Background: an optimization exercise with open tools, aiming at small area, a short achievable clock period and few clock cycles. Do not read the settings as production practice.
Where RTL was checked, it was by simulation tests only, not by an equivalence proof against the original.
Only the layout flow was run in runs 1 and 2; the RTL was not checked for function there.
No run shown here takes its clock network from TritonCTS; it comes from the design's own scripts or RTL.
The clock port is modelled as an ideal driver, which makes a skipped or thinned clock tree look cheaper than it is; a real chip needs a root buffer or a tree.
Power is estimated from default activity; no workload was simulated.

--- flow/standard.sh ---
#!/bin/bash
# synth_recipe.tcl (not shown) runs the flow's synth.tcl, then flattens the netlist and writes it again
# the make line also repeats each setting of config.mk as NAME=value (left out here)
make -C /OpenROAD-flow-scripts/flow DESIGN_CONFIG=/design/flow/config.mk WORK_HOME=/design/flow/orfs CLKGATE_MAP_FILE= SYNTH_SCRIPT=/design/flow/synth_recipe.tcl "${@:-finish}"
--- flow/flow/run.sh ---
#!/bin/bash
# Layout flow: the standard ORFS flow (standard.sh), with these changes:
#  - synthesis does not extract full/half adder cells (ADDER_MAP_FILE empty),
#    so ABC maps all of the arithmetic itself;
#  - the port buffers are sky130_fd_sc_hd__buf_1 cells;
#  - the clock tree is one level: the clock port drives four clkbuf_16 cells,
#    one per quarter of the flip-flops. flow/cts.tcl (made by gen/make_cts.py
#    from ORFS's scripts/cts.tcl) replaces ORFS's cts.tcl in a copy of the
#    scripts folder; clock_tree_synthesis is replaced by that buffering.
# make's output goes to make_finish.log; each ORFS step writes its own log
# under orfs/logs/.
set -euo pipefail
rm -rf scripts_mod
cp -r "$FLOW_HOME/scripts" scripts_mod
cp flow/cts.tcl scripts_mod/cts.tcl
bash standard.sh ADDER_MAP_FILE= \
  "BUFFER_PORTS_ARGS=-buffer_cell sky130_fd_sc_hd__buf_1" \
  "SCRIPTS_DIR=$PWD/scripts_mod" \
  finish > make_finish.log 2>&1
--- flow/constraint.sdc ---
create_clock -name core_clock -period 7.0 [get_ports {clk}]
set_input_delay 1.4000 -clock core_clock [delete_from_list [all_inputs] [get_ports {clk}]]
set_output_delay 1.4000 -clock core_clock [all_outputs]
set_load 0.01 [all_outputs]
--- flow/design.v ---
`timescale 1ns/10ps
module ELA(clk, rst, in_data, data_rd, req, wen, addr, data_wr, done);
	input				clk;
	input				rst;
	input		[7:0]	in_data;
	input		[7:0]	data_rd;
	output				req;
	output	reg			wen;
	output	reg	[9:0]	addr;
	output	reg	[7:0]	data_wr;	 
	output				done;
	reg			interp, fin;
	reg			reqn;		 
	reg			s_rb, s_w;	 
	reg	[7:0]	x;	 
	reg	[7:0]	y;	 
	reg	[7:0]	pp;	 
	reg	[7:0]	q;	 
	reg	[7:0]	r;	 
	reg	[7:0]	dreg, areg;	 
	reg	[7:0]	m;			 
	wire s_rt = ~s_rb & ~s_w;
	assign req  = ~reqn;
	assign done = fin;
	wire [8:0] ix = {addr[9:6], addr[4:0]};
	wire [8:0] kst = {s_rb, s_rb, s_rb, s_rt & interp, s_rb, s_rb, s_rb,
			s_rb | s_w, s_w | ~interp & wen};
	function [8:0] add9;
		input [8:0] u, v;
		integer j; reg c;
		begin
			c = 1'b0;
			for (j = 0; j < 9; j = j + 1) begin
				add9[j] = u[j] ^ v[j] ^ c;
				c = (u[j] & v[j]) | (c & (u[j] ^ v[j]));
			end
		end
	endfunction
	wire [8:0] i_next = add9(ix, kst);
	wire [7:0] d_xy, a_xy;
	ELA_absd u_absd(.x(x), .y(y), .d(d_xy));
	ELA_avg u_avg(.x(x), .y(y), .a(a_xy));
	always @(posedge clk) begin
		dreg <= d_xy;
		areg <= a_xy;
	end
	wire edge_col = (ix[4:0] == 5'd1) || (ix[4:0] == 5'd2);
	wire le;
	ELA_le8 u_le(.v(dreg), .u(m), .le(le));
	wire take = s_w | le | (s_rb & edge_col);
	always @(posedge clk) begin
		if (take)
			m <= dreg;
		if (!interp)
			data_wr <= in_data;
		else if (take)
			data_wr <= areg;
	end
	always @(posedge clk or posedge rst) begin
		if (rst) begin
			interp <= 1'b0;
			reqn <= 1'b0;
			fin <= 1'b0;
			s_rb <= 1'b0;
			s_w <= 1'b0;
			wen <= 1'b0;
			addr <= 10'd0;
		end else if (fin) begin
			wen <= 1'b0;
		end else begin
			addr <= {i_next[8:5], interp & s_rb, i_next[4:0]};
			if (!interp) begin
				wen <= ~(wen & (&ix));
				if (wen & (&ix)) begin
					interp <= 1'b1;
					reqn <= 1'b1;
				end
			end else begin
				s_rb <= s_rt;
				s_w <= s_rb;
				wen <= s_rb & (ix[8:1] != 8'd16);
				if (s_rb && ix == 9'd1)
					fin <= 1'b1;
			end
		end
	end
	always @(posedge clk) begin
		if (s_rt) begin
			x <= y; y <= data_rd; r <= x;
		end else if (s_rb) begin
			x <= r; y <= data_rd; r <= pp; pp <= y;
		end else begin
			x <= r; y <= q; q <= y; r <= pp;
		end
	end
endmodule
module ELA_le8(v, u, le);
	input	[7:0]	v, u;
	output			le;
	wire [7:0] g = v & ~u;
	wire [7:0] e = ~(v ^ u);
	wire g10 = g[1] | e[1] & g[0], e10 = e[1] & e[0];
	wire g32 = g[3] | e[3] & g[2], e32 = e[3] & e[2];
	wire g54 = g[5] | e[5] & g[4], e54 = e[5] & e[4];
	wire g76 = g[7] | e[7] & g[6], e76 = e[7] & e[6];
	wire g30 = g32 | e32 & g10;
	wire g74 = g76 | e76 & g54, e74 = e76 & e54;
	assign le = ~(g74 | e74 & g30);
endmodule
module ELA_absd(x, y, d);
	input	[7:0]	x, y;
	output	reg	[7:0]	d;
	reg [7:0] g, e, G1, E1, G2, E2, G3, E3, bo, bo2;
	integer i;
	always @(*) begin
		g = x & ~y;
		e = ~(x ^ y);
		for (i = 0; i < 8; i = i + 1)
			if (i % 2 == 1) begin G1[i] = g[i] | e[i] & g[i-1]; E1[i] = e[i] & e[i-1]; end
			else begin G1[i] = g[i]; E1[i] = e[i]; end
		for (i = 0; i < 8; i = i + 1)
			if (i % 4 >= 2) begin G2[i] = G1[i] | E1[i] & G1[(i/4)*4+1]; E2[i] = E1[i] & E1[(i/4)*4+1]; end
			else begin G2[i] = G1[i]; E2[i] = E1[i]; end
		for (i = 0; i < 8; i = i + 1)
			if (i >= 4) begin G3[i] = G2[i] | E2[i] & G2[3]; E3[i] = E2[i] & E2[3]; end
			else begin G3[i] = G2[i]; E3[i] = E2[i]; end
		bo  = {~(G3[6:0] | E3[6:0]), 1'b0};
		bo2 = {G3[6:0], 1'b0};
		d = G3[7] ? (~e ^ bo) : (~e ^ bo2);
	end
endmodule
module ELA_avg(x, y, a);
	input	[7:0]	x, y;
	output	reg	[7:0]	a;
	reg [7:0] g, p, G1, P1, G2, P2, G3, P3;
	integer i;
	always @(*) begin
		g = x & y; p = x ^ y;
		for (i = 0; i < 8; i = i + 1)
			if (i % 2 == 1) begin G1[i] = g[i] | p[i] & g[i-1]; P1[i] = p[i] & p[i-1]; end
			else begin G1[i] = g[i]; P1[i] = p[i]; end
		for (i = 0; i < 8; i = i + 1)
			if (i % 4 >= 2) begin G2[i] = G1[i] | P1[i] & G1[(i/4)*4+1]; P2[i] = P1[i] & P1[(i/4)*4+1]; end
			else begin G2[i] = G1[i]; P2[i] = P1[i]; end
		for (i = 0; i < 8; i = i + 1)
			if (i >= 4) begin G3[i] = G2[i] | P2[i] & G2[3]; P3[i] = P2[i] & P2[3]; end
			else begin G3[i] = G2[i]; P3[i] = P2[i]; end
		a = {G3[7], p[7:1] ^ G3[6:0]};
	end
endmodule
--- flow/flow/cts.tcl ---
utl::set_metrics_stage "cts__{}"
source $::env(SCRIPTS_DIR)/load.tcl
source $::env(SCRIPTS_DIR)/lec_check.tcl
erase_non_stage_variables cts
load_design 3_place.odb 3_place.sdc
source_step_tcl PRE CTS

# Clone clock tree inverters next to register loads
# so cts does not try to buffer the inverted clocks.
repair_clock_inverters

proc save_progress { stage } {
  puts "Run 'make gui_$stage.odb' to load progress snapshot"
  orfs_write_db $::env(RESULTS_DIR)/$stage.odb
  orfs_write_sdc $::env(RESULTS_DIR)/$stage.sdc
}


# Clock tree: the clock port drives NBUF clkbuf_16 cells, each of which
# drives the flip-flops of one region of the core (a balanced one-level tree).
proc manual_clock_tree { nbuf } {
  set db [ord::get_db]
  set block [ord::get_db_block]
  set master [$db findMaster sky130_fd_sc_hd__clkbuf_16]
  set clk_net [$block findNet clk]
  set sinks {}
  foreach it [$clk_net getITerms] {
    if { [[$it getMTerm] getSigType] == "CLOCK" || [[$it getMTerm] getName] == "CLK" } {
      set inst [$it getInst]
      set bb [$inst getBBox]
      lappend sinks [list $it [expr {([$bb xMin] + [$bb xMax]) / 2}] [expr {([$bb yMin] + [$bb yMax]) / 2}]]
    }
  }
  puts "manual_clock_tree: [llength $sinks] sinks, $nbuf buffers"
  # split into two halves by x, then each half into nbuf/2 groups by y
  set sinks [lsort -integer -index 1 $sinks]
  set n [llength $sinks]
  set half [expr {($n + 1) / 2}]
  set groups {}
  set per [expr {$nbuf / 2}]
  foreach part [list [lrange $sinks 0 [expr {$half - 1}]] [lrange $sinks $half end]] {
    set part [lsort -integer -index 2 $part]
    set m [llength $part]
    for {set k 0} {$k < $per} {incr k} {
      set lo [expr {($m * $k) / $per}]
      set hi [expr {($m * ($k + 1)) / $per - 1}]
      lappend groups [lrange $part $lo $hi]
    }
  }
  set k 0
  foreach grp $groups {
    set sx 0
    set sy 0
    foreach s $grp {
      set sx [expr {$sx + [lindex $s 1]}]
      set sy [expr {$sy + [lindex $s 2]}]
    }
    set cnt [llength $grp]
    set inst [odb::dbInst_create $block $master "clkbuf_m_$k"]
    set net [odb::dbNet_create $block "clk_m_$k"]
    $net setSigType CLOCK
    [$inst findITerm A] connect $clk_net
    [$inst findITerm X] connect $net
    foreach s $grp {
      set it [lindex $s 0]
      $it disconnect
      $it connect $net
    }
    $inst setLocation [expr {$sx / $cnt}] [expr {$sy / $cnt}]
    $inst setPlacementStatus PLACED
    puts "manual_clock_tree: clkbuf_m_$k drives $cnt sinks"
    incr k
  }
  set_propagated_clock [all_clocks]
}

# Run CTS
set cts_args [list \
  -sink_clustering_enable \
  -repair_clock_nets]

append_env_var cts_args CTS_BUF_DISTANCE -distance_between_buffers 1
append_env_var cts_args CTS_CLUSTER_SIZE -sink_clustering_size 1
append_env_var cts_args CTS_CLUSTER_DIAMETER -sink_clustering_max_diameter 1
append_env_var cts_args CTS_BUF_LIST -buf_list 1
append_env_var cts_args CTS_LIB_NAME -library 1


if { [env_var_exists_and_non_empty CTS_ARGS] } {
  set cts_args $::env(CTS_ARGS)
}

set_dont_use $::env(DONT_USE_CELLS)

manual_clock_tree 4

utl::push_metrics_stage "cts__{}__pre_repair_timing"
log_cmd estimate_parasitics -placement
if { $::env(DETAILED_METRICS) } {
  report_metrics 4 "cts pre-repair-timing"
}
utl::pop_metrics_stage

set_placement_padding -global \
  -left $::env(CELL_PAD_IN_SITES_DETAIL_PLACEMENT) \
  -right $::env(CELL_PAD_IN_SITES_DETAIL_PLACEMENT)

set result [catch { detailed_placement } msg]
if { $result != 0 } {
  save_progress 4_1_error
  error "Detailed placement failed in CTS: $msg"
}

log_cmd estimate_parasitics -placement

if { $::env(CTS_SNAPSHOTS) } {
  save_progress 4_1_pre_repair_hold_setup
}

if { !$::env(SKIP_CTS_REPAIR_TIMING) } {
  if { $::env(EQUIVALENCE_CHECK) } {
    write_eqy_verilog 4_before_rsz.v
  }
  if { $::env(LEC_CHECK) } {
    write_lec_verilog 4_before_rsz_lec.v
  }

  repair_timing_helper

  if { $::env(EQUIVALENCE_CHECK) } {
    run_equivalence_test
  }
  if { $::env(LEC_CHECK) } {
    write_lec_verilog 4_after_rsz_lec.v
    run_lec_test 4_rsz 4_before_rsz_lec.v 4_after_rsz_lec.v
  }

  set result [catch { detailed_placement } msg]
  if { $result != 0 } {
    save_progress 4_1_error
    error "Detailed placement failed in CTS: $msg"
  }

  check_placement -verbose
}

report_metrics 4 "cts final"

source_step_tcl POST CTS

orfs_write_db $::env(RESULTS_DIR)/4_1_cts.odb
orfs_write_sdc $::env(RESULTS_DIR)/4_cts.sdc
--- flow/config.mk ---
export PLATFORM = sky130hd
export DESIGN_NAME = ELA
export DESIGN_NICKNAME = ELA
export VERILOG_FILES = /design/flow/design.v
export SDC_FILE = /design/flow/constraint.sdc
export NUM_CORES = 8
export LEC_CHECK = 0
export CAP_MARGIN = 20
export CORE_MARGIN = 2
export CORE_UTILIZATION = 60
export SETUP_SLACK_MARGIN = 4.9
export SLEW_MARGIN = 20
export SYNTH_HIERARCHICAL = 1
==> flow_summary.ini, run 1 <==
[synth]
yosysWarnings = 9
synth_fa_ha_area_share_pct = 1.84
synth_area_um2 = 4140
async_flop_share_pct = 18.2
synth_top_family_by_area = simple AND/OR/NAND/NOR gates
syn_avg_cell_area_um2 = 11.7
synth_cell_type_count = 72
synth_compound_area_share_pct = 12.3
synthMuxAreaShare_pct = 10.2
synth_edf_count = 32
yosys.area_share.simple_pct = 12.7
syn_inst = 353
synth_xor_area_share_pct = 7.37
syn-num-nets = 371
synth_flop_cell = dfxtp_1
ys_ff_latch = 88
ys_seq_area_share_pct = 52.2

[die]
num_rows = 30
dieArea_um2 = 7590
die_h_um = 87.1
start_util_pct = 61.3
ioPinCount = 39
core_um2 = 6760
die_w_um = 87.1

[drt]
viasPerCell = 5.74
drt-wirelength-per-cell_um = 15.9
drc = 0
routed_wl_um = 7550
ant_nets = 0
drtIter0Drc = 126
drtPass1Iterations = 4
vias = 2726

[critical_path]
cp_top_family = flip-flops
r2r-start = m[2]
slowest_delay_ps = 440
ff2ff_setup_slack_ps = 4970
rr_worst_depth = 6
crit_slowest_cell = dfrtp_2
crit_fanout = 2
worstPathRequired_ps = 5600
critical_path_class = register to output pin
worst_setup_path_start_kind = register
worstPathCellList = buf_6
reg2reg_to = data_wr[5]
cp.arrival_ps = 710
cp.buffers_inverters = 1
cp-end-kind = output pin

[sta]
slew_headroom_pct = 34.4
tns_ps = 0
worst_pin_slew_ps = 982
worst_hold_slack_ps = 435
rsz0062_at_grt = yes
timing.final.crit_share_pct = 30.2
setup_violations = 0
fmax_ghz = 0.473
period_minus_slack_ps = 2110
skew_ps = 11.8
setup_slack_ps = 4890
drv_slew = 0
hold_viol_final = 0

[finish]
layout.cells.most_common = mux2_2
most-common-layout-cells = mux2_2, dfxtp_1, edfxtp_1
fin_nets = 415
diodes = 0
area_growth_pct = 11.4
fillers = 540
drive_above_1_share_pct = 30.1

[placement]
routabilityCongestion = 0.830
dpl.hpwl_um = 5290
port-buffer-count = 38
post-place-ws_ps = 4720

[clock_network]
worstSkewPairLatency_ps = 150
path_clk_slew_ps = 90

[global_route]
overflow = 0
groute.usage.overall_pct = 20.0
grt_start_max_net_pins = 23
antenna_found_initial = 0
grt_first_pass_wirelength_um = 12200
grt_pass1_vias = 2503

[hold_path]
hold_path_end = m[5]
hold_path_depth = 0
holdCritStartpoint = dreg[5]
min_path_type = register to register

[pwr]
power_leakage_nw = 1.83
ir_worst_vdd_mv = 0.168
power_density_nw_per_um2 = 222

[outcome]
outcome = timing/DRC/antenna clean

[job]
drv_cap = 0
cell families after synthesis:
group,Yosys count
AO/OA/AOI/OAI,66
XOR/XNOR,34
adder cells (fa/ha/maj),7
buffers and inverters,31
flip-flops,88
multiplexers,38
AND/OR/NAND/NOR,89
cell usage after synthesis (2+ instances only):
library cell | n | area (um2)
a21oi_1 | 12 | 60.1
a21oi_2 | 3 | 26.3
a221oi_2 | 2 | 30.0
a31oi_1 | 5 | 31.3
and2_1 | 2 | 12.5
and3_1 | 2 | 12.5
buf_2 | 9 | 45.0
buf_6 | 2 | 22.5
clkbuf_1 | 4 | 15.0
dfrtp_1 | 16 | 400
dfxtp_1 | 40 | 801
edfxtp_1 | 32 | 961
inv_1 | 16 | 60.1
maj3_1 | 2 | 20.0
maj3_2 | 5 | 56.3
mux2_2 | 34 | 383
mux2i_1 | 4 | 40.0
nand2_1 | 14 | 52.6
nand2b_1 | 9 | 56.3
nand3_1 | 6 | 30.0
nand3b_1 | 4 | 30.0
nand4_1 | 3 | 18.8
nor2_1 | 14 | 52.6
nor2b_1 | 11 | 68.8
nor3_1 | 2 | 10.0
nor4_1 | 5 | 31.3
o2111ai_1 | 3 | 26.3
o211a_1 | 2 | 20.0
o211ai_1 | 4 | 30.0
o21a_1 | 2 | 15.0
o21ai_0 | 6 | 30.0
o21ai_1 | 3 | 15.0
o21bai_1 | 2 | 15.0
o22ai_1 | 2 | 12.5
o32ai_2 | 2 | 32.5
or2b_1 | 2 | 15.0
xnor2_1 | 17 | 149
xor2_1 | 16 | 140
cell type report:
| cell class | count | area [um2] | share of cell area (%) |
|---|---|---|---|
| timing repair buffer | 53 | 298 | 6.45 |
| inverter | 16 | 60.1 | 1.30 |
| sequential | 88 | 2190 | 47.4 |
| buffer | 4 | 100 | 2.17 |
| multi-input combinational | 234 | 1870 | 40.5 |
| tap | 80 | 100 | 2.17 |
per-module statistics from Yosys, one instance, submodules excluded:
module    copies in the design  flops+latches
ELA                          1             88
ELA_le8                      1              0
ELA_absd                     1              0
ELA_avg                      1              0
metal layers:
metal / share of wire, % / GRT usage [%]
met1: 48 / 31.3
met2: 46 / 31.9
met3: 4.5 / 1.61
met4: 1.1 / 1.82
met5: 0 / 0
flip-flops by register name, indices dropped and copies added (netlist names), 8 cells and up:
name and cells:
y 8, data_wr 8, x 8, pp 8, q 8, r 8, addr 10, areg 8
m 8, dreg 8
power by group:
group	leakage, nW	internal [W]	switching (W)
clock network	0.0493	0.000104	0.000120
registers	0.842	0.000596	0.0000349
logic	0.939	0.0000848	0.0000862
total	1.83	0.000785	0.000241
what timing repair did:
action	in CTS	in global routing
setup endpoints to repair	21	30
hold endpoints to repair	0	0
buffers inserted	13	1
hold buffers	0	0
pin swaps	1	0
resized for setup	14	35
how the worst max path moves through the flow:
| stage | startpoint | end | slack (ps) | cells past startpoint |
|---|---|---|---|---|
| after detailed placement | m[2] | data_wr[2] | 4720 | 6 |
| after global routing | reqn | req | 4850 | 2 |
| after CTS | reqn | req | 4880 | 2 |
| after global placement | fin | done | 4750 | 1 |
| final | addr[0] | addr[0] | 4890 | 1 |
| after floorplan | m[2] | data_wr[0] | 4940 | 6 |
stage by stage:
step	instance area [um2]	utilization [%]	instances	total power (W)
after floorplan	4150	-	353	0.000762
after global routing	4620	68.4	475	0.00107
after detailed placement	4310	63.9	457	0.000802
after global placement	4310	63.9	457	0.000796
after CTS	4530	67.0	474	0.00103
final	4620	68.4	475	0.00103
==> run 2: changes to the inputs <==
--- a/flow/config.mk
+++ b/flow/config.mk
@@ -8,6 +8,6 @@
 export CAP_MARGIN = 20
 export CORE_MARGIN = 2
 export CORE_UTILIZATION = 60
-export SETUP_SLACK_MARGIN = 4.9
+export SETUP_SLACK_MARGIN = 4.85
 export SLEW_MARGIN = 20
 export SYNTH_HIERARCHICAL = 1
==> run 2 against run 1 <==
Compared with the run above:
- flip-flop and latch count is the same
- register-to-register slack worse by 30 ps
- area after synthesis stayed put
==> flow_summary.ini, run 2 <==
[sta]
drv_slew = 0
worst_pin_slew_ps = 653
skew_ps = 13.5
tns_ps = 0
setup_slack_ps = 4900
rsz0062_at_grt = no
period_minus_slack_ps = 2100
setup_violations = 0
slew_headroom_pct = 56.4
fmax_ghz = 0.476
timing.final.crit_share_pct = 30.0
worst_hold_slack_ps = 436
hold_viol_final = 0

[synth]
syn-num-nets = 371
syn_inst = 353
synth_edf_count = 32
yosysWarnings = 9
async_flop_share_pct = 18.2
synth_top_area_share_pct = 23.2
ys_seq_area_share_pct = 52.2
syn_avg_cell_area_um2 = 11.7
synth_cell_type_count = 72
synth_area_leaders = edfxtp_1, dfxtp_1, dfrtp_1
synth.most_common_cell = dfxtp_1
ys_ff_latch = 88
synth.largest_area_cell = edfxtp_1
ys_top_cells_by_count = dfxtp_1, mux2_2, edfxtp_1
synth_flop_cell = dfxtp_1
synth_area_um2 = 4140

[critical_path]
cp-end-kind = output pin
reg2reg_to = dreg[6]
ff2ff_setup_slack_ps = 4940
worstPathRequired_ps = 5600
cp.arrival_ps = 700
cp.buffers_inverters = 2
rr_worst_depth = 7
worst_setup_path_start_kind = register
slowest_delay_ps = 390
critical_path_class = register to output pin
worstPathCellList = inv_2 > buf_2
r2r-start = y[1]
cp_top_family = flip-flops
crit_slowest_cell = dfrtp_1
worstSetupPathDepth = 2
crit_fanout = 2

[placement]
dpl.hpwl_um = 5440
dpl.cell_count = 457
post-place-ws_ps = 4610
port-buffer-count = 38
routabilityCongestion = 0.851

[drt]
ant_nets = 0
drt-wirelength-per-cell_um = 16.5
viasPerCell = 5.78
drtIter0Drc = 155
routed_wl_um = 7830
drtPass1Iterations = 5
vias = 2736
drc = 0

[finish]
instances_no_fill = 473
largest-register = addr
most-common-layout-cells = buf_1, mux2_2, edfxtp_1
largest_register_ffs = 10
fin_nets = 413
drive_above_1_share_pct = 26.7
area_growth_pct = 10.3
layout.cells.most_common = buf_1
fillers = 547
diodes = 0

[hold_path]
min_path_type = register to register
holdCritStartpoint = dreg[0]
hold_path_depth = 0
hold_path_end = m[0]

[clock_network]
worstSkewPairLatency_ps = 160
path_clk_slew_ps = 80

[pwr]
p_total_w = 0.00103
ir_worst_vdd_mv = 0.172
power_density_nw_per_um2 = 225
power_leakage_nw = 1.78

[die]
ioPinCount = 39
die_h_um = 87.1
num_rows = 30
die_w_um = 87.1
dieArea_um2 = 7590
start_util_pct = 61.3
core_um2 = 6760

[global_route]
grt_pass1_vias = 2624
antenna_found_initial = 0
grt_start_max_net_pins = 26
overflow = 0
grt_first_pass_wirelength_um = 12700
groute.usage.overall_pct = 20.5

[outcome]
outcome = timing/DRC/antenna clean

[job]
drv_cap = 0
==> run 2: cell counts after synthesis <==
Identical to the previous run, type by type.
==> run 2: metal layers <==
metal  global-route usage (%)  part of all wire (%)
met1                     29.5                    47
met3                     1.42                   2.8
met4                     2.38                   1.1
met2                     35.5                    49
met5                        0                     0
==> run 2: final cells by class <==
cell class / count / area (um2) / share of cell area, %
Timing Repair Buffer: 51 / 241 / 5.28
Sequential cell: 88 / 2190 / 47.9
Tap cell: 80 / 100 / 2.19
Buffer: 4 / 100 / 2.19
Multi-Input combinational cell: 234 / 1880 / 41.1
Inverter: 16 / 60.1 / 1.31
==> run 2: worst max-delay path by stage <==
stage | endpoint | slack, ps | startpoint
CTS | req | 4850 | reqn
global route | dreg[6] | 4830 | y[1]
finish | req | 4900 | reqn
global placement | data_wr[5] | 4680 | m[2]
detailed placement | data_wr[3] | 4610 | m[2]
floorplan | data_wr[0] | 4870 | m[2]
==> run 2: kinds of logic (layout without fill, tap and decap cells) <==
logic type               Yosys count  after routing  synth area share, %
AND/OR/NAND/NOR                   89             89                 12.7
flip-flops                        88             88                 52.2
AO/OA/AOI/OAI                     66             66                 12.3
multiplexers                      38             38                 10.2
XOR/XNOR                          34             34                 7.37
buffers and inverters             31             71                 3.44
adder cells (fa/ha/maj)            7              7                 1.84
==> run 2: stage by stage <==
| stage | instance area [um2] | util, % |
|---|---|---|
| after CTS | 4530 | 67.0 |
| after floorplan | 4140 | - |
| final | 4570 | 67.7 |
| after global placement | 4310 | 63.8 |
| after global routing | 4570 | 67.7 |
| after detailed placement | 4310 | 63.8 |
==> run 2: repair_timing <==
action                                 CTS  global route
setup endpoints to repair               20             8
gates cloned                             0             0
buffers inserted                        12             0
resized for setup                       16            17
hold buffers                             0             0
endpoints found under the hold margin    0             0
pin swaps                                1             1
==> run 2: power by group <==
part	switching, W	internal, W	total [W]
combinational	0.0000872	0.0000848	0.000172
clock	0.000120	0.000104	0.000224
sequential	0.0000374	0.000596	0.000634
==> run 2: modules after synthesis, one instance, submodules excluded <==
module / flip-flops and latches / area, um2
ELA_avg: 0 / 251
ELA_absd: 0 / 526
ELA_le8: 0 / 151
ELA: 88 / 3220
==> run 3: changes to the inputs <==
--- a/flow/design.v
+++ b/flow/design.v
@@ -10,7 +10,6 @@
 	output	reg	[7:0]	data_wr;	 
 	output				done;
 	reg			interp, fin;
-	reg			reqn;		 
 	reg			s_rb, s_w;	 
 	reg	[7:0]	x;	 
 	reg	[7:0]	y;	 
@@ -20,7 +19,7 @@
 	reg	[7:0]	dreg, areg;	 
 	reg	[7:0]	m;			 
 	wire s_rt = ~s_rb & ~s_w;
-	assign req  = ~reqn;
+	assign req  = ~interp;
 	assign done = fin;
 	wire [8:0] ix = {addr[9:6], addr[4:0]};
 	wire [8:0] kst = {s_rb, s_rb, s_rb, s_rt & interp, s_rb, s_rb, s_rb,
@@ -59,7 +58,6 @@
 	always @(posedge clk or posedge rst) begin
 		if (rst) begin
 			interp <= 1'b0;
-			reqn <= 1'b0;
 			fin <= 1'b0;
 			s_rb <= 1'b0;
 			s_w <= 1'b0;
@@ -71,10 +69,8 @@
 			addr <= {i_next[8:5], interp & s_rb, i_next[4:0]};
 			if (!interp) begin
 				wen <= ~(wen & (&ix));
-				if (wen & (&ix)) begin
+				if (wen & (&ix))
 					interp <= 1'b1;
-					reqn <= 1'b1;
-				end
 			end else begin
 				s_rb <= s_rt;
 				s_w <= s_rb;
--- a/flow/config.mk
+++ b/flow/config.mk
@@ -8,6 +8,6 @@
 export CAP_MARGIN = 20
 export CORE_MARGIN = 2
 export CORE_UTILIZATION = 60
-export SETUP_SLACK_MARGIN = 4.85
+export SETUP_SLACK_MARGIN = 4.8
 export SLEW_MARGIN = 20
 export SYNTH_HIERARCHICAL = 1
==> run 3 against run 2 <==
Compared with the run above:
- sequential power shrank 1%
- largest power group unchanged
- wire length shrank 15%
- hold slack gained 4.5 ps
- still clean
==> flow_summary.ini, run 3 <==
[die]
start_util_pct = 62.9
ioPinCount = 39
die_h_um = 86.1
die_w_um = 86.1
num_rows = 29
dieArea_um2 = 7410
core_um2 = 6420

[critical_path]
crit_slowest_cell = dfrtp_2
worstPathCellList = inv_4 > buf_6
rr_worst_depth = 7
worst_setup_path_start_kind = register
worstPathRequired_ps = 5600
ff2ff_setup_slack_ps = 4880
cp-end-kind = output pin
cp.arrival_ps = 770
crit_fanout = 6
critical_path_class = register to output pin
cp_top_family = flip-flops
cp.buffers_inverters = 2
slowest_delay_ps = 430
worstSetupPathDepth = 2

[synth]
synth_compound_area_share_pct = 11.1
yosysWarnings = 9
syn-num-nets = 355
synth.largest_area_cell = edfxtp_1
async_flop_share_pct = 17.2
synth_xor_area_share_pct = 7.77
synth_fa_ha_area_share_pct = 2.17
synth_edf_count = 32
ys_ff_latch = 87
synthMuxAreaShare_pct = 10.5
synth_top_area_share_pct = 23.8
syn_inst = 337
ys_top_cells_by_count = dfxtp_1, mux2_2, edfxtp_1
synth_area_leaders = edfxtp_1, dfxtp_1, mux2_2
ys_seq_area_share_pct = 52.9
yosys.area_share.simple_pct = 11.6
synth_cell_type_count = 64
synth_top_family_by_area = simple AND/OR/NAND/NOR gates
synth.most_common_cell = dfxtp_1
syn_avg_cell_area_um2 = 12.0
synth_flop_cell = dfxtp_1
synth_area_um2 = 4040

[sta]
skew_ps = 4.58
period_minus_slack_ps = 2170
hold_viol_final = 0
tns_ps = 0
rsz0062_at_grt = yes
timing.final.crit_share_pct = 31.0
slew_headroom_pct = 38.1
setup_violations = 0
worst_hold_slack_ps = 440
drv_slew = 0
worst_pin_slew_ps = 927
fmax_ghz = 0.461

[finish]
drive_above_1_share_pct = 24.3
fillers = 523
area_growth_pct = 7.92
most-common-layout-cells = dfxtp_1, buf_1, mux2_2
layout.cells.most_common = dfxtp_1
instances_no_fill = 451
largest-register = addr
largest_register_ffs = 10
fin_nets = 394
diodes = 0

[pwr]
ir_worst_vdd_mv = 0.166
power_leakage_nw = 1.69
power_density_nw_per_um2 = 229

[drt]
drtIter0Drc = 151
drtPass1Iterations = 4
met3_length_um = 240
ant_nets = 0
top_layer = met4
viasPerCell = 5.50
drt-wirelength-per-cell_um = 14.7
vias = 2479
drc = 0
met2_length_um = 3010
wl_met1_um = 3350
routed_wl_um = 6640

[hold_path]
hold_path_depth = 0
min_path_type = register to register

[placement]
routabilityCongestion = 0.819
port-buffer-count = 38
dpl.hpwl_um = 4800
dpl.cell_count = 440

[job]
drv_cap = 0

[global_route]
antenna_found_initial = 0
grt_first_pass_wirelength_um = 11000
grt_start_max_net_pins = 23
grt_pass1_vias = 2294
overflow = 0
groute.usage.overall_pct = 18.0

[outcome]
outcome = timing/DRC/antenna clean

[clock_network]
path_clk_slew_ps = 80
worstSkewPairLatency_ps = 150
run 3: area by class of cell:
type	instances	area (um2)	area share [%]
Buffer	4	100	2.29
Inverter	15	58.8	1.35
Multi-Input combinational cell	223	1750	40.2
Sequential cell	87	2150	49.3
Tap cell	77	96.3	2.21
Timing Repair Buffer	45	203	4.65
run 3: layer usage:
layer	vias to the layer above	track usage (%)
li1	1281	-
met1	1151	28.2
met2	43	28.8
met3	4	1.54
met4	0	1.15
met5	-	0
run 3: logic make-up (layout without fill, tap and decap cells):
family,Yosys count,in the layout
and+or+nand+nor,81,81
xor gates and xnor gates,35,35
AOI/OAI and AO/OA,61,61
buffers and inverters,27,64
muxes,38,38
adders and majority gates,8,8
DFF,87,87
run 3: worst paths after layout:
kind | from | endpoint
setup / recovery | interp | req
hold / removal | dreg[5] | m[5]
setup reg to reg | y[0] | dreg[6]
hold reg to reg | dreg[5] | m[5]
max in group asynchronous | rst | s_rb
min in group asynchronous | rst | addr[5]
run 3: worst register-to-register path, cell delays in order, from the launching register on:
cell and delay [ps]:
dfxtp_1 470, nand2b_1 160, o211a_1 280, o31a_1 280, o31ai_2 260, a21oi_1 130, o32ai_2 330, xnor2_1 150
run 3: through the flow:
stage / setup slack [ps] / util [%] / total power (W) / area [um2]
floorplan: 4850 / - / 0.000756 / 4040
global placement: 4530 / 65.0 / 0.000785 / 4170
detailed placement: 4500 / 65.0 / 0.000790 / 4170
CTS: 4750 / 67.4 / 0.00101 / 4330
global route: 4730 / 67.9 / 0.00105 / 4360
finish: 4830 / 67.9 / 0.00100 / 4360
run 3: report_power, final:
part           total, W  leakage, nW  internal (W)  switching (W)
sequential     0.000625        0.827      0.000591      0.0000344
combinational  0.000157        0.816     0.0000781      0.0000784
clock          0.000219       0.0493      0.000104       0.000115
run 3: what timing repair did:
item | CTS | global route
resized for setup | 14 | 8
pin swaps | 0 | 1
setup endpoints to repair | 27 | 17
hold buffers | 0 | 0
buffers inserted | 5 | 2
run 3: per-module statistics from Yosys, one instance, submodules excluded:
module,times used,cell area (um2),flip-flops and latches
ELA,1,3110,87
ELA_absd,1,526,0
ELA_avg,1,251,0
ELA_le8,1,151,0
Testbench counts of run 3, summed over its fixed seeds: cycles 62,688.
==> run 4: changes to the inputs <==
--- a/flow/design.v
+++ b/flow/design.v
@@ -10,6 +10,7 @@
 	output	reg	[7:0]	data_wr;	 
 	output				done;
 	reg			interp, fin;
+	reg			reqn;		 
 	reg			s_rb, s_w;	 
 	reg	[7:0]	x;	 
 	reg	[7:0]	y;	 
@@ -19,7 +20,7 @@
 	reg	[7:0]	dreg, areg;	 
 	reg	[7:0]	m;			 
 	wire s_rt = ~s_rb & ~s_w;
-	assign req  = ~interp;
+	assign req  = ~reqn;
 	assign done = fin;
 	wire [8:0] ix = {addr[9:6], addr[4:0]};
 	wire [8:0] kst = {s_rb, s_rb, s_rb, s_rt & interp, s_rb, s_rb, s_rb,
@@ -58,19 +59,20 @@
 	always @(posedge clk or posedge rst) begin
 		if (rst) begin
 			interp <= 1'b0;
+			reqn <= 1'b0;
 			fin <= 1'b0;
 			s_rb <= 1'b0;
 			s_w <= 1'b0;
 			wen <= 1'b0;
-			addr <= 10'd0;
 		end else if (fin) begin
 			wen <= 1'b0;
 		end else begin
-			addr <= {i_next[8:5], interp & s_rb, i_next[4:0]};
 			if (!interp) begin
 				wen <= ~(wen & (&ix));
-				if (wen & (&ix))
+				if (wen & (&ix)) begin
 					interp <= 1'b1;
+					reqn <= 1'b1;
+				end
 			end else begin
 				s_rb <= s_rt;
 				s_w <= s_rb;
@@ -80,6 +82,8 @@
 			end
 		end
 	end
+	always @(posedge clk)
+		addr <= (interp | wen) ? {i_next[8:5], interp & s_rb, i_next[4:0]} : 10'd0;
 	always @(posedge clk) begin
 		if (s_rt) begin
 			x <= y; y <= data_rd; r <= x;
--- a/flow/config.mk
+++ b/flow/config.mk
@@ -8,6 +8,6 @@
 export CAP_MARGIN = 20
 export CORE_MARGIN = 2
 export CORE_UTILIZATION = 60
-export SETUP_SLACK_MARGIN = 4.8
+export SETUP_SLACK_MARGIN = 4.9
 export SLEW_MARGIN = 20
 export SYNTH_HIERARCHICAL = 1
==> run 4 against run 3 <==
Compared with the run above:
- largest cell class unchanged
- combinational power about the same
- final cell count increased by 5.1%
- area after synthesis increased by 0.65%
- first-iteration DRC count decreased by 26%
- synthesized cell count increased by 3.9%
==> flow_summary.ini, run 4 <==
[outcome]
outcome = timing/DRC/antenna clean

[drt]
viasPerCell = 5.58
vias = 2647
drt-wirelength-per-cell_um = 14.5
drc = 0
drtIter0Drc = 111
routed_wl_um = 6870
ant_nets = 0
drtPass1Iterations = 4

[global_route]
grt_start_max_net_pins = 26
grt_pass1_vias = 2392
antenna_found_initial = 0
overflow = 0
grt_first_pass_wirelength_um = 11200
groute.usage.overall_pct = 18.1

[die]
die_h_um = 86.4
die_w_um = 86.4
ioPinCount = 39
start_util_pct = 60.9
dieArea_um2 = 7460
num_rows = 30
core_um2 = 6680

[finish]
layout.cells.most_common = dfxtp_1
fillers = 553
largest_register_ffs = 10
area_growth_pct = 11.1
largest-register = addr
diodes = 0
fin_nets = 414
instances_no_fill = 474
most-common-layout-cells = dfxtp_1, mux2_2, edfxtp_1
drive_above_1_share_pct = 28.2
postLayoutCellArea_um2 = 4520

[critical_path]
r2r-start = m[7]
cp.arrival_ps = 710
crit_fanout = 2
cp.buffers_inverters = 2
setup.worst_path.start = reqn
worst_setup_path_start_kind = register
worstPathCellList = inv_2 > buf_6
crit_slowest_cell = dfrtp_1
cp-end-kind = output pin
worstPathRequired_ps = 5600
cp_top_family = flip-flops
critical_path_class = register to output pin
slowest_delay_ps = 380

[sta]
timing.final.crit_share_pct = 30.1
tns_ps = 0
period_minus_slack_ps = 2110
rsz0062_at_grt = yes
fmax_ghz = 0.475
setup_violations = 0
hold_viol_final = 0
worst_pin_slew_ps = 776
drv_slew = 0
setup_slack_ps = 4890
slew_headroom_pct = 48.2
skew_ps = 13.7

[placement]
post-place-ws_ps = 4800
port-buffer-count = 38
place_area_um2 = 4230
dpl.hpwl_um = 4890
dpl.cell_count = 458
routabilityCongestion = 0.796

[synth]
synth_top_area_share_pct = 24.6
ys_seq_area_share_pct = 51.9
syn_inst = 350
synth_area_leaders = dfxtp_1, edfxtp_1, mux2_2
synth_flop_cell = dfxtp_1
synth_cell_type_count = 69
ys_top_cells_by_count = dfxtp_1, mux2_2, edfxtp_1
synth.most_common_cell = dfxtp_1
yosysWarnings = 9
synth_area_um2 = 4070
syn_avg_cell_area_um2 = 11.6
ys_ff_latch = 88
syn-num-nets = 368
synth.largest_area_cell = dfxtp_1
synth_edf_count = 32
async_flop_share_pct = 6.82

[clock_network]
hold_buffers = 0
path_clk_slew_ps = 90
worstSkewPairLatency_ps = 160

[pwr]
ir_worst_vdd_mv = 0.166
p_total_w = 0.00101
power_density_nw_per_um2 = 223
power_leakage_nw = 1.75

[hold_path]
holdCritStartpoint = dreg[0]
min_path_type = register to register

[job]
drv_cap = 0
## run 4: cell count changes in the layout (fill, tap and decap cells not counted), moves of 4 or more
cell | previous run | this run
dfxtp_2 | 2 | 6
dfxtp_4 | 0 | 9
buf_4 | 7 | 12
buf_1 | 37 | 28
clkbuf_2 | 0 | 5
xor2_1 | 15 | 11
dfrtp_2 | 10 | 3
## run 4: path summary, 6_finish.rpt
path | end | slack [ps] | depth (start not counted)
min in group asynchronous | reqn | 1110 | 2
min | m[0] | 440 | 0
max | req | 4890 | 2
max reg2reg | m[5] | 4980 | 6
min reg2reg | m[0] | 440 | 0
max in group asynchronous | s_rb | 5680 | 2
## run 4: area by class of cell
class / instances / area, um2 / area share (%)
Tap cell: 80 / 100 / 2.21
Inverter: 18 / 67.6 / 1.50
Multi-Input combinational cell: 234 / 1840 / 40.6
Sequential cell: 88 / 2160 / 47.7
Timing Repair Buffer: 50 / 258 / 5.70
Buffer: 4 / 100 / 2.21
## run 4: kinds of logic after synthesis
family / count (synthesis) / synth area share [%]
AOI/OAI and AO/OA: 67 / 12.5
adders and majority gates: 7 / 1.88
and+or+nand+nor: 89 / 12.4
muxes: 38 / 10.4
buffers and inverters: 28 / 3.66
DFF: 88 / 51.9
xor gates and xnor gates: 33 / 7.29
## run 4: modules after synthesis (local to each module, per instance)
| module | flops+latches | cells inside | area [um2] | times used |
|---|---|---|---|---|
| ELA | 88 | 223 | 3140 | 1 |
| ELA_absd | 0 | 75 | 526 | 1 |
| ELA_avg | 0 | 32 | 251 | 1 |
| ELA_le8 | 0 | 20 | 151 | 1 |
## run 4: power breakdown
| part | internal [W] | leakage [nW] | switching, W |
|---|---|---|---|
| Clock | 0.000104 | 0.0493 | 0.000120 |
| Sequential | 0.000592 | 0.808 | 0.0000342 |
| Combinational | 0.0000756 | 0.893 | 0.0000813 |
## run 4: layer usage
layer | track usage [%] | vias up | part of all wire, %
met5 | 0 | - | 0
met4 | 1.99 | 0 | 1.2
met3 | 1.05 | 5 | 2.2
met2 | 30.9 | 33 | 49
met1 | 26.6 | 1258 | 48
li1 | - | 1351 | -
## run 4: through the flow
| step | hold WS (ps) | utilization (%) |
|---|---|---|
| 2_1_floorplan | 401 | - |
| 3_3_place_gp | 410 | 63.3 |
| 3_5_place_dp | 417 | 63.3 |
| 4_1_cts | 438 | 65.7 |
| 5_1_grt | 444 | 67.6 |
| 6_report | 436 | 67.6 |
## run 4: worst register-to-register path: cells and delay by family (launching register included)
kind	cells	cell delay [ps]
xor gates and xnor gates	1	180
AOI/OAI and AO/OA	4	820
DFF	1	410
and+or+nand+nor	1	290
## run 4: timing repair
item,CTS,global route
setup buffers,4,8
resized for setup,20,28
endpoints found under the setup margin,29,27
endpoints found under the hold margin,0,0
Testbench counts of run 4, summed over its fixed seeds: cycles 62,688.
==> run 5: changes to the inputs <==
--- a/flow/config.mk
+++ b/flow/config.mk
@@ -8,6 +8,6 @@
 export CAP_MARGIN = 20
 export CORE_MARGIN = 2
 export CORE_UTILIZATION = 60
-export SETUP_SLACK_MARGIN = 4.9
+export SETUP_SLACK_MARGIN = 4.8
 export SLEW_MARGIN = 20
 export SYNTH_HIERARCHICAL = 1
==> run 5 against run 4 <==
Compared with the run above:
- final cell count shrank 1.7%
- sequential power hardly changed
- clock power is essentially flat
- synthesized cell count unchanged
- die area is the same
- critical path depth is 1 lower
- clock skew shrank 1.3 ps
- register-to-register slack worse by 30 ps
- maximum frequency decreased by 2.5%
- cell area shrank 2.9%
==> flow_summary.ini, run 5 <==
[outcome]
outcome = timing/DRC/antenna clean

[critical_path]
worst_setup_path_start_kind = register
cp.arrival_ps = 760
critical_path_class = register to output pin
worstPathRequired_ps = 5600
cp_top_family = flip-flops
crit_fanout = 12
slowest_delay_ps = 440
ff2ff_setup_slack_ps = 4950
cp.buffers_inverters = 1
crit_slowest_cell = dfxtp_4
worstPathCellList = buf_1
cp-end-kind = output pin

[finish]
largest-register = addr
instances_no_fill = 466
most-common-layout-cells = dfxtp_1, buf_1, mux2_2
fillers = 556
area_growth_pct = 7.84
largest_register_ffs = 10
fin_nets = 406
layout.cells.most_common = dfxtp_1
postLayoutCellArea_um2 = 4390
drive_above_1_share_pct = 21.5
diodes = 0

[sta]
rsz0062_at_grt = yes
period_minus_slack_ps = 2160
setup_violations = 0
slew_headroom_pct = 48.6
tns_ps = 0
worst_hold_slack_ps = 436
fmax_ghz = 0.463
timing.final.crit_share_pct = 30.9
hold_viol_final = 0
worst_pin_slew_ps = 770
skew_ps = 12.3
drv_slew = 0

[synth]
async_flop_share_pct = 6.82
synth.largest_area_cell = dfxtp_1
syn-num-nets = 368
syn_avg_cell_area_um2 = 11.6
syn_inst = 350
yosysWarnings = 9
ys_ff_latch = 88
synth_top_area_share_pct = 24.6
synth_flop_cell = dfxtp_1
synth_area_leaders = dfxtp_1, edfxtp_1, mux2_2
synth_edf_count = 32
synth_cell_type_count = 69
ys_seq_area_share_pct = 51.9
synth.most_common_cell = dfxtp_1
synth_area_um2 = 4070
ys_top_cells_by_count = dfxtp_1, mux2_2, edfxtp_1

[drt]
vias = 2634
drtPass1Iterations = 4
drt-wirelength-per-cell_um = 14.3
drc = 0
drtIter0Drc = 123
ant_nets = 0
routed_wl_um = 6670
viasPerCell = 5.65

[job]
drv_cap = 0

[placement]
port-buffer-count = 38
dpl.cell_count = 458
place_area_um2 = 4230
routabilityCongestion = 0.796
dpl.hpwl_um = 4890

[pwr]
p_total_w = 0.00101
power_leakage_nw = 1.66
power_density_nw_per_um2 = 229
ir_worst_vdd_mv = 0.166

[global_route]
groute.usage.overall_pct = 18.0
grt_pass1_vias = 2364
overflow = 0
grt_first_pass_wirelength_um = 11100
grt_start_max_net_pins = 26
antenna_found_initial = 0

[die]
dieArea_um2 = 7460
num_rows = 30
die_h_um = 86.4
core_um2 = 6680
die_w_um = 86.4
ioPinCount = 39
start_util_pct = 60.9

[clock_network]
worstSkewPairLatency_ps = 150
hold_buffers = 0
path_clk_slew_ps = 90

[hold_path]
min_path_type = register to register
run 5: cell counts after synthesis:
No cell type changed its count.
run 5: metal layers:
layer / share of wire, % / vias up / GRT usage, %
li1: - / 1333 / -
met1: 47 / 1262 / 26.6
met2: 49 / 32 / 30.5
met3: 2.4 / 7 / 1.05
met4: 1.3 / 0 / 1.99
met5: 0 / - / 0
run 5: per-stage QoR:
| step | utilization, % | setup slack [ps] |
|---|---|---|
| global route | 65.7 | 4760 |
| global placement | 63.3 | 4810 |
| CTS | 65.0 | 4800 |
| finish | 65.7 | 4840 |
| detailed placement | 63.3 | 4800 |
| floorplan | - | 5070 |
run 5: area by class of cell:
class	instances	area [um2]	area share, %
buffer	4	100	2.28
inverter	18	67.6	1.54
multi-input combinational	234	1810	41.3
sequential	88	2130	48.6
tap	80	100	2.28
timing repair buffer	42	173	3.93
run 5: path summary, 6_finish.rpt:
kind	start	to	depth (start not counted)
max	addr[1]	addr[1]	1
min	dreg[0]	m[0]	0
max reg2reg	x[4]	dreg[6]	7
min reg2reg	dreg[0]	m[0]	0
max in group asynchronous	rst	fin	2
min in group asynchronous	rst	s_w	2
run 5: what timing repair did:
item | in CTS | in global routing
setup endpoints to repair | 12 | 12
gates resized for setup | 7 | 10
buffers inserted | 0 | 4
run 5: cell families (layout without fill, tap and decap cells):
kind of cell,count (synthesis),after routing,share of synthesized area [%]
DFF,88,88,51.9
adders and majority gates,7,7,1.88
muxes,38,38,10.4
buffers and inverters,28,64,3.66
AOI/OAI and AO/OA,67,67,12.5
and+or+nand+nor,89,89,12.4
xor gates and xnor gates,33,33,7.29
run 5: power by group:
part	switching (W)	internal, W	leakage, nW
clock	0.000119	0.000104	0.0493
combinational	0.0000787	0.0000747	0.810
sequential	0.0000340	0.000595	0.806
run 5: per-module statistics from Yosys (local to each module, per instance):
module,cell area [um2],cells inside,copies in the design,flip-flops and latches
ELA,3140,223,1,88
ELA_absd,526,75,1,0
ELA_avg,251,32,1,0
ELA_le8,151,20,1,0
==> run 6: changes to the inputs <==
--- a/flow/config.mk
+++ b/flow/config.mk
@@ -8,6 +8,6 @@
 export CAP_MARGIN = 20
 export CORE_MARGIN = 2
 export CORE_UTILIZATION = 60
-export SETUP_SLACK_MARGIN = 4.8
+export SETUP_SLACK_MARGIN = 4.95
 export SLEW_MARGIN = 20
 export SYNTH_HIERARCHICAL = 1
==> run 6 against run 5 <==
Compared with the run above:
- final cell count increased by 2.8%
- wire length rose by 2.7%
- still clean
- critical path depth grew 1
- hold slack about the same
- largest cell class unchanged
- total power up 0.27%
==> flow_summary.ini, run 6 <==
[drt]
met3_length_um = 198
ant_nets = 0
met2_length_um = 3390
wl_met1_um = 3180
drt-wirelength-per-cell_um = 14.3
drtPass1Iterations = 4
drc = 0
viasPerCell = 5.58
routed_wl_um = 6860
drtIter0Drc = 81
vias = 2672
top_layer = met4

[die]
die_w_um = 86.4
start_util_pct = 60.9
num_rows = 30
dieArea_um2 = 7460
die_h_um = 86.4
ioPinCount = 39
core_um2 = 6680

[sta]
worst_pin_slew_ps = 774
fmax_ghz = 0.476
hold_viol_final = 0
tns_ps = 0
timing.final.crit_share_pct = 30.0
period_minus_slack_ps = 2100
drv_slew = 0
rsz0062_at_grt = yes
skew_ps = 12.4
worst_hold_slack_ps = 436
slew_headroom_pct = 48.4
setup_slack_ps = 4900
setup_violations = 0

[finish]
instances_no_fill = 479
largest-register = addr
largest_register_ffs = 10
area_growth_pct = 13.1
drive_above_1_share_pct = 32.1
fin_nets = 419
diodes = 0
layout.cells.most_common = dfxtp_1
multi_input_area_um2 = 1830
regArea_um2 = 2150
fillers = 533
most-common-layout-cells = dfxtp_1, mux2_2, edfxtp_1

[pwr]
p_comb_share_pct = 15.7
power.internal_w = 0.000775
ir_worst_vdd_mv = 0.167
sw_frac_of_total_pct = 23.2
power_leakage_nw = 1.82
clkPwrFrac_pct = 22.1
power.net_switching_w = 0.000234
seqPwrFrac_pct = 62.2
power_density_nw_per_um2 = 219

[critical_path]
ff2ff_setup_slack_ps = 5000
rr_worst_depth = 7
cp.arrival_ps = 700
critPathCapture = req
setup.worst_path.start = reqn
reg2reg_to = dreg[6]
crit_slowest_cell = dfrtp_1
cp_top_family = flip-flops
critical_path_class = register to output pin
worstSetupPathDepth = 2
r2r-start = x[0]
worst_setup_path_start_kind = register
slowest_delay_ps = 380
crit_fanout = 2
cp-end-kind = output pin
worstPathRequired_ps = 5600
worstPathCellList = inv_2 > buf_6
cp.buffers_inverters = 2

[clock_network]
path_clk_slew_ps = 90
hold_buffers = 0
worstSkewPairLatency_ps = 150

[synth]
ys_ff_latch = 88
synth.largest_area_cell = dfxtp_1
async_flop_share_pct = 6.82
synth_area_um2 = 4070
synth_cell_type_count = 69
yosysWarnings = 9
synth_flop_cell = dfxtp_1
syn_inst = 350
synth.most_common_cell = dfxtp_1
synth_top_area_share_pct = 24.6
syn_avg_cell_area_um2 = 11.6
ys_seq_area_share_pct = 51.9
ys_top_cells_by_count = dfxtp_1, mux2_2, edfxtp_1
syn-num-nets = 368
synth_area_leaders = dfxtp_1, edfxtp_1, mux2_2
synth_edf_count = 32

[hold_path]
min_path_type = register to register

[global_route]
overflow = 0
grt_first_pass_wirelength_um = 11300
antenna_found_initial = 0
groute.usage.overall_pct = 18.3
grt_pass1_vias = 2437
grt_start_max_net_pins = 26

[placement]
port-buffer-count = 38
dpl.hpwl_um = 4890
post-place-ws_ps = 4800
routabilityCongestion = 0.796
dpl.cell_count = 458

[job]
drv_cap = 0

[outcome]
outcome = timing/DRC/antenna clean
## run 6: cell count changes in the layout (fill, tap and decap cells not counted), sizes merged
| cell | before | now |
|---|---|---|
| clkbuf | 4 | 14 |
| buf | 42 | 45 |
## run 6: cell type report
type	instances	area share [%]
buffer	4	2.18
inverter	18	1.47
multi-input combinational	234	39.9
sequential	88	46.8
tap	80	2.18
timing repair buffer	55	7.51
## run 6: Yosys stat by module (local to each module, per instance)
module	flip-flops and latches	cells inside	copies in the design	cell area (um2)
ELA_avg	0	32	1	251
ELA_absd	0	75	1	526
ELA_le8	0	20	1	151
ELA	88	223	1	3140
## run 6: through the flow
step,util (%),cell area (um2),total power [W]
global placement,63.3,4230,0.000792
detailed placement,63.3,4230,0.000798
global route,68.9,4600,0.00106
finish,68.9,4600,0.00101
CTS,66.7,4460,0.00102
floorplan,-,4070,0.000760
## run 6: power by group through the flow
stage          combinational (W)  clock [W]  sequential, W
6_report                0.000158   0.000223       0.000627
5_1_grt                 0.000178   0.000247       0.000635
3_5_place_dp            0.000155          0       0.000642
2_1_floorplan           0.000127          0       0.000633
4_1_cts                 0.000156   0.000233       0.000628
3_3_place_gp            0.000153          0       0.000639
## run 6: routing by layer
| layer | vias up | GRT usage, % |
|---|---|---|
| met2 | 35 | 31.7 |
| met4 | 0 | 1.99 |
| met3 | 5 | 0.952 |
| met5 | - | 0 |
| li1 | 1357 | - |
| met1 | 1275 | 26.4 |
## run 6: how the worst min path moves through the flow
stage          cells past startpoint    start   end
2_1_floorplan                      0  dreg[0]  m[0]
3_3_place_gp                       0  dreg[0]  m[0]
3_5_place_dp                       0  dreg[5]  m[5]
4_1_cts                            0  dreg[5]  m[5]
5_1_grt                            0  dreg[5]  m[5]
6_report                           0  dreg[0]  m[0]
## run 6: cells by family (layout without fill, tap and decap cells)
group / Yosys count / count (layout) / share of synthesized area (%)
adders and majority gates: 7 / 7 / 1.88
and+or+nand+nor: 89 / 89 / 12.4
xor gates and xnor gates: 33 / 33 / 7.29
AOI/OAI and AO/OA: 67 / 67 / 12.5
buffers and inverters: 28 / 77 / 3.66
muxes: 38 / 38 / 10.4
DFF: 88 / 88 / 51.9
## run 6: repair_timing
action,CTS,global route
pin swaps,0,0
gates resized for setup,30,33
setup buffers,11,6
setup endpoints to repair,33,47
==> run 7: changes to the inputs <==
--- a/flow/config.mk
+++ b/flow/config.mk
@@ -8,6 +8,6 @@
 export CAP_MARGIN = 20
 export CORE_MARGIN = 2
 export CORE_UTILIZATION = 60
-export SETUP_SLACK_MARGIN = 4.95
+export SETUP_SLACK_MARGIN = 5.0
 export SLEW_MARGIN = 20
 export SYNTH_HIERARCHICAL = 1
==> run 7 against run 6 <==
Compared with the run above:
- still clean
- cell area rose by 1.5%
- via count rose by 0.37%
- first-iteration DRC count fell by 1.2%
- total power rose by 0.76%
- final cell count did not move
- sequential share of layout area fell by 0.45 points
- area after synthesis did not move
- global-route usage barely moved
- combinational power rose by 4%
- critical path type unchanged
- largest power group unchanged
==> flow_summary.ini, run 7 <==
[outcome]
outcome = timing/DRC/antenna clean

[global_route]
top_usage_layer = met2
grtUsageMet2_pct = 31.6
met3_usage_pct = 0.952
groute.usage.overall_pct = 18.3
grt_pass1_vias = 2422
met1_usage_pct = 26.5
grt_start_max_net_pins = 26
overflow = 0
antenna_found_initial = 0
grt_first_pass_wirelength_um = 11300

[critical_path]
cp-end-kind = output pin
worstPathRequired_ps = 5600
crit_fanout = 2
cp.arrival_ps = 700
worst_setup_path_start_kind = register
critical_path_class = register to output pin

[die]
die_w_um = 86.4
die_h_um = 86.4
dieArea_um2 = 7460
num_rows = 30
core_um2 = 6680
ioPinCount = 39
start_util_pct = 60.9

[sta]
slew_headroom_pct = 48.4
period_minus_slack_ps = 2100
worst_pin_slew_ps = 774
setup_violations = 0
tns_ps = 0
skew_ps = 14.5
setup_slack_ps = 4900
hold_viol_final = 0
timing.final.crit_share_pct = 30.1
drv_slew = 0
rsz0062_at_grt = yes
fmax_ghz = 0.475

[synth]
ys_seq_area_share_pct = 51.9
syn_inst = 350
synth_area_um2 = 4070
synth_top_area_share_pct = 24.6
yosysWarnings = 9
synth_cell_type_count = 69
syn-num-nets = 368
async_flop_share_pct = 6.82
synth.largest_area_cell = dfxtp_1
synth.most_common_cell = dfxtp_1
synth_flop_cell = dfxtp_1
ys_top_cells_by_count = dfxtp_1, mux2_2, edfxtp_1
synth_area_leaders = dfxtp_1, edfxtp_1, mux2_2
ys_ff_latch = 88
syn_avg_cell_area_um2 = 11.6
synth_edf_count = 32

[finish]
largest-register = addr
fin_nets = 419
final_core_util_pct = 69.9
diodes = 0
largest_register_ffs = 10
fillers = 525
area_growth_pct = 14.8
regArea_um2 = 2160
layout.cells.most_common = mux2_2
drive_above_1_share_pct = 34.8
most-common-layout-cells = mux2_2, edfxtp_1, dfxtp_1
multi_input_area_um2 = 1880

[pwr]
ir_worst_vdd_mv = 0.168
power_leakage_nw = 1.83
power_density_nw_per_um2 = 218

[clock_network]
path_clk_slew_ps = 90
hold_buffers = 0
worstSkewPairLatency_ps = 160

[hold_path]
min_path_type = register to register

[placement]
port-buffer-count = 38
routabilityCongestion = 0.796
dpl.hpwl_um = 4890
post-place-ws_ps = 4800

[drt]
routed_wl_um = 6920
drc = 0
ant_nets = 0
drtPass1Iterations = 4
drtIter0Drc = 80
vias = 2682
viasPerCell = 5.60
drt-wirelength-per-cell_um = 14.4

[job]
drv_cap = 0
==> run 7: Yosys stat by module (local to each module, per instance) <==
module	times used	area [um2]	cells
ELA_avg	1	251	32
ELA_le8	1	151	20
ELA_absd	1	526	75
ELA	1	3140	223
==> run 7: cells by family (layout without fill, tap and decap cells) <==
group | Yosys count | after routing | synth area share [%]
mux | 38 | 38 | 10.4
buf+inv | 28 | 77 | 3.66
simple gates | 89 | 89 | 12.4
flops | 88 | 88 | 51.9
compound gates | 67 | 67 | 12.5
xor+xnor | 33 | 33 | 7.29
fa+ha+maj | 7 | 7 | 1.88
==> run 7: metal layers <==
metal / wire length (um) / share of wire, %
met5: 0 / 0
met4: 81 / 1.2
met3: 137 / 2.0
met2: 3430 / 50
met1: 3270 / 47
==> run 7: critical path, stage by stage (launching register included) <==
cell,delay [ps]
dfrtp_1,380
inv_2,70
buf_6,100
==> run 7: where the power goes <==
| group | switching (W) | leakage [nW] | internal, W |
|---|---|---|---|
| sequential | 0.0000349 | 0.808 | 0.000593 |
| combinational | 0.0000831 | 0.972 | 0.0000810 |
| clock | 0.000120 | 0.0493 | 0.000104 |
==> run 7: area by class of cell <==
type | count | share of cell area, %
sequential | 88 | 46.4
tap | 80 | 2.14
inverter | 18 | 1.45
buffer | 4 | 2.14
timing repair buffer | 55 | 7.56
multi-input combinational | 234 | 40.4
==> run 7: timing repair <==
item / in CTS / in global routing
endpoints found under the setup margin: 63 / 59
resized for setup: 47 / 33
pin swaps: 0 / 1
buffers inserted: 11 / 6
==> run 7: per-stage QoR <==
stage / hold WS, ps / cells / area, um2 / power [W]
final: 436 / 479 / 4670 / 0.00102
after global routing: 444 / 479 / 4670 / 0.00107
after CTS: 438 / 473 / 4520 / 0.00102
after detailed placement: 417 / 458 / 4230 / 0.000798
after global placement: 410 / 458 / 4230 / 0.000792
after floorplan: 401 / 350 / 4070 / 0.000760
==> run 7: path summary, 6_finish.rpt <==
| check | slack [ps] | depth (start not counted) | start | endpoint |
|---|---|---|---|---|
| max in group asynchronous | 5680 | 2 | rst | s_rb |
| setup reg to reg | 5070 | 7 | y[4] | dreg[6] |
| setup / recovery | 4900 | 2 | reqn | req |
| min in group asynchronous | 1110 | 2 | rst | s_rb |
| hold / removal | 440 | 0 | dreg[0] | m[0] |
| hold reg to reg | 440 | 0 | dreg[0] | m[0] |
==> run 8: changes to the inputs <==
--- a/flow/config.mk
+++ b/flow/config.mk
@@ -7,7 +7,7 @@
 export LEC_CHECK = 0
 export CAP_MARGIN = 20
 export CORE_MARGIN = 2
-export CORE_UTILIZATION = 60
-export SETUP_SLACK_MARGIN = 5.0
+export CORE_UTILIZATION = 40
+export SETUP_SLACK_MARGIN = 4.85
 export SLEW_MARGIN = 20
 export SYNTH_HIERARCHICAL = 1
==> run 8 against run 7 <==
Compared with the run above:
- via count fell by 2.3%
- total power fell by 0.25%
- final cell count rose by 8.8%
- critical endpoint unchanged
- global-route usage fell by 4.9 points
- die area rose by 47%
- hold slack improved by 4.6 ps
- clock power barely moved
- clock skew fell by 9.6 ps
- utilization fell by 24 points
- synthesized cell count did not move
- register-to-register slack got worse by 140 ps
==> flow_summary.ini, run 8 <==
[finish]
area_growth_pct = 10.3
layout.cells.most_common = dfxtp_1
drive_above_1_share_pct = 23.5
final_core_util_pct = 45.7
most-common-layout-cells = dfxtp_1, buf_1, mux2_2
fillers = 985
largest_register_ffs = 10
diodes = 0
fin_nets = 408
largest-register = addr

[pwr]
sw_frac_of_total_pct = 23.6
power.net_switching_w = 0.000239
power_leakage_nw = 1.69
power_density_nw_per_um2 = 226
p_total_w = 0.00101
seqPwrFrac_pct = 62.2
ir_worst_vdd_mv = 0.131
clkPwrFrac_pct = 22.4
power.internal_w = 0.000774
p_comb_share_pct = 15.4

[die]
ioPinCount = 39
dieArea_um2 = 11000
num_rows = 36
die_w_um = 105
die_h_um = 105
start_util_pct = 41.4
core_um2 = 9820

[sta]
skew_ps = 4.85
slew_headroom_pct = 44.5
setup_slack_ps = 4880
hold_viol_final = 0
rsz0062_at_grt = yes
timing.final.crit_share_pct = 30.2
tns_ps = 0
period_minus_slack_ps = 2120
drv_slew = 0
fmax_ghz = 0.472
setup_violations = 0
worst_hold_slack_ps = 440
worst_pin_slew_ps = 832

[clock_network]
worstSkewPairLatency_ps = 150
path_clk_slew_ps = 90
hold_buffers = 0

[placement]
port-buffer-count = 38
dpl.hpwl_um = 5410
routabilityCongestion = 0.789
post-place-ws_ps = 4640

[synth]
synth_area_um2 = 4070
syn_inst = 350
synth_cell_type_count = 69
syn-num-nets = 368
ys_top_cells_by_count = dfxtp_1, mux2_2, edfxtp_1
synth_area_leaders = dfxtp_1, edfxtp_1, mux2_2
ys_seq_area_share_pct = 51.9
synth.most_common_cell = dfxtp_1
yosysWarnings = 9
synth_flop_cell = dfxtp_1
synth_top_area_share_pct = 24.6
syn_avg_cell_area_um2 = 11.6
synth.largest_area_cell = dfxtp_1
async_flop_share_pct = 6.82
ys_ff_latch = 88
synth_edf_count = 32

[critical_path]
r2r-start = x[4]
worst_setup_path_start_kind = register
slowest_delay_ps = 370
critical_path_class = register to output pin
worstPathRequired_ps = 5600
cp_top_family = flip-flops
cp.buffers_inverters = 2
setup.worst_path.start = reqn
cp.arrival_ps = 720
cp-end-kind = output pin
worstPathCellList = inv_1 > buf_6
crit_slowest_cell = dfrtp_1
crit_fanout = 2

[outcome]
outcome = timing/DRC/antenna clean

[drt]
routed_wl_um = 7500
vias = 2619
drtPass1Iterations = 4
drc = 0
drtIter0Drc = 93
viasPerCell = 5.03
ant_nets = 0
drt-wirelength-per-cell_um = 14.4

[hold_path]
holdCritStartpoint = dreg[0]
min_path_type = register to register

[global_route]
overflow = 0
grt_first_pass_wirelength_um = 12400
antenna_found_initial = 0
grt_start_max_net_pins = 26
groute.usage.overall_pct = 13.3
grt_pass1_vias = 2473

[job]
drv_cap = 0
==> run 8: changes by cell type in the layout (fill, tap and decap cells not counted), moves of 2 or more <==
cell,previous run,this run
buf_1,17,35
buf_4,17,6
clkbuf_2,11,1
buf_6,9,1
dfxtp_1,31,39
dfxtp_4,9,3
nand2b_1,6,9
dfxtp_2,10,8
nand2b_2,3,1
o21ai_2,3,1
==> run 8: metrics by stage <==
step,instance area (um2),cells
after detailed placement,4300,511
after global placement,4300,511
after floorplan,4070,350
after CTS,4430,517
final,4490,521
after global routing,4490,521
==> run 8: cell type report <==
class	count	area, um2	area share, %
Multi-Input combinational cell	234	1820	40.6
Sequential cell	88	2140	47.6
Timing Repair Buffer	44	198	4.40
Inverter	18	67.6	1.51
Tap cell	133	166	3.71
Buffer	4	100	2.23
==> run 8: layer usage <==
| layer | global-route usage [%] | up-vias | routed length (um) |
|---|---|---|---|
| li1 | - | 1341 | - |
| met3 | 0.561 | 6 | 158 |
| met1 | 19.2 | 1242 | 3730 |
| met2 | 22.8 | 30 | 3510 |
| met4 | 1.81 | 0 | 102 |
| met5 | 0 | - | 0 |
==> run 8: kinds of logic after synthesis <==
family	synth area share, %
compound gates	12.5
xor+xnor	7.29
fa+ha+maj	1.88
buf+inv	3.66
flops	51.9
mux	10.4
simple gates	12.4
==> run 8: modules after synthesis, one instance, submodules excluded <==
module    copies in the design  area (um2)  cells
ELA_le8                      1         151     20
ELA_avg                      1         251     32
ELA_absd                     1         526     75
ELA                          1        3140    223
==> run 8: power groups by stage <==
stage | logic [W] | clock network (W) | registers, W
after floorplan | 0.000127 | 0 | 0.000633
after detailed placement | 0.000156 | 0 | 0.000644
after CTS | 0.000157 | 0.000236 | 0.000631
after global placement | 0.000154 | 0 | 0.000640
final | 0.000156 | 0.000227 | 0.000630
after global routing | 0.000171 | 0.000252 | 0.000637
==> run 8: worst paths after layout <==
| path | end | slack (ps) | depth (start not counted) |
|---|---|---|---|
| max | req | 4880 | 2 |
| min | m[0] | 440 | 0 |
| max reg2reg | dreg[6] | 4930 | 7 |
| min reg2reg | m[0] | 440 | 0 |
| max in group asynchronous | s_rb | 5670 | 2 |
| min in group asynchronous | s_w | 1120 | 2 |
==> run 8: timing repair <==
item	CTS	global route
setup buffers	2	4
hold endpoints to repair	0	0
setup endpoints to repair	27	23
gates resized for setup	13	11

static timing again, ports no longer ideal:
The flow's constraints put no driver on any port. The routed layouts listed below were extracted and timed again, unchanged, in two steps. Step 1 (the two cells are an assumption about what drives the block):
set clk [get_ports {clk}]
set_driving_cell -lib_cell sky130_fd_sc_hd__clkbuf_16 $clk
set_driving_cell -lib_cell sky130_fd_sc_hd__buf_2 [delete_from_list [all_inputs] $clk]
Step 2 moves the port delays by t, midway between the first and last clock arrival at a register: inputs arrive t later, outputs are due t later. That takes back most of the time a late clock gives input paths. a / b / c = no drivers / after step 1 / after step 2; a / b = the first two.
| run | t (ns) | setup slack, ns | latest minus earliest clock arrival (ns) | worst register clock-pin slew, ns | pins driven straight from the clock port |
|---|---|---|---|---|---|
| run 1 | 0.227 | 4.885 / 4.808 / 4.968 | 0.012 / 0.013 | 0.09 / 0.09 | 4 |
| run 2 | 0.222 | 4.899 / 4.826 / 4.943 | 0.013 / 0.013 | 0.09 / 0.09 | 4 |
| run 3 | 0.222 | 4.829 / 4.752 / 4.878 | 0.005 / 0.005 | 0.08 / 0.08 | 4 |
| run 4 | 0.224 | 4.894 / 4.819 / 4.983 | 0.014 / 0.014 | 0.09 / 0.09 | 4 |
| run 5 | 0.223 | 4.839 / 4.764 / 4.946 | 0.012 / 0.012 | 0.09 / 0.09 | 4 |
| run 6 | 0.223 | 4.897 / 4.822 / 5.002 | 0.012 / 0.012 | 0.09 / 0.09 | 4 |
| run 7 | 0.223 | 4.895 / 4.820 / 5.013 | 0.015 / 0.014 | 0.09 / 0.09 | 4 |
| run 8 | 0.225 | 4.883 / 4.806 / 4.931 | 0.006 / 0.006 | 0.09 / 0.09 | 4 |
After both steps setup and hold are still met in every run listed.
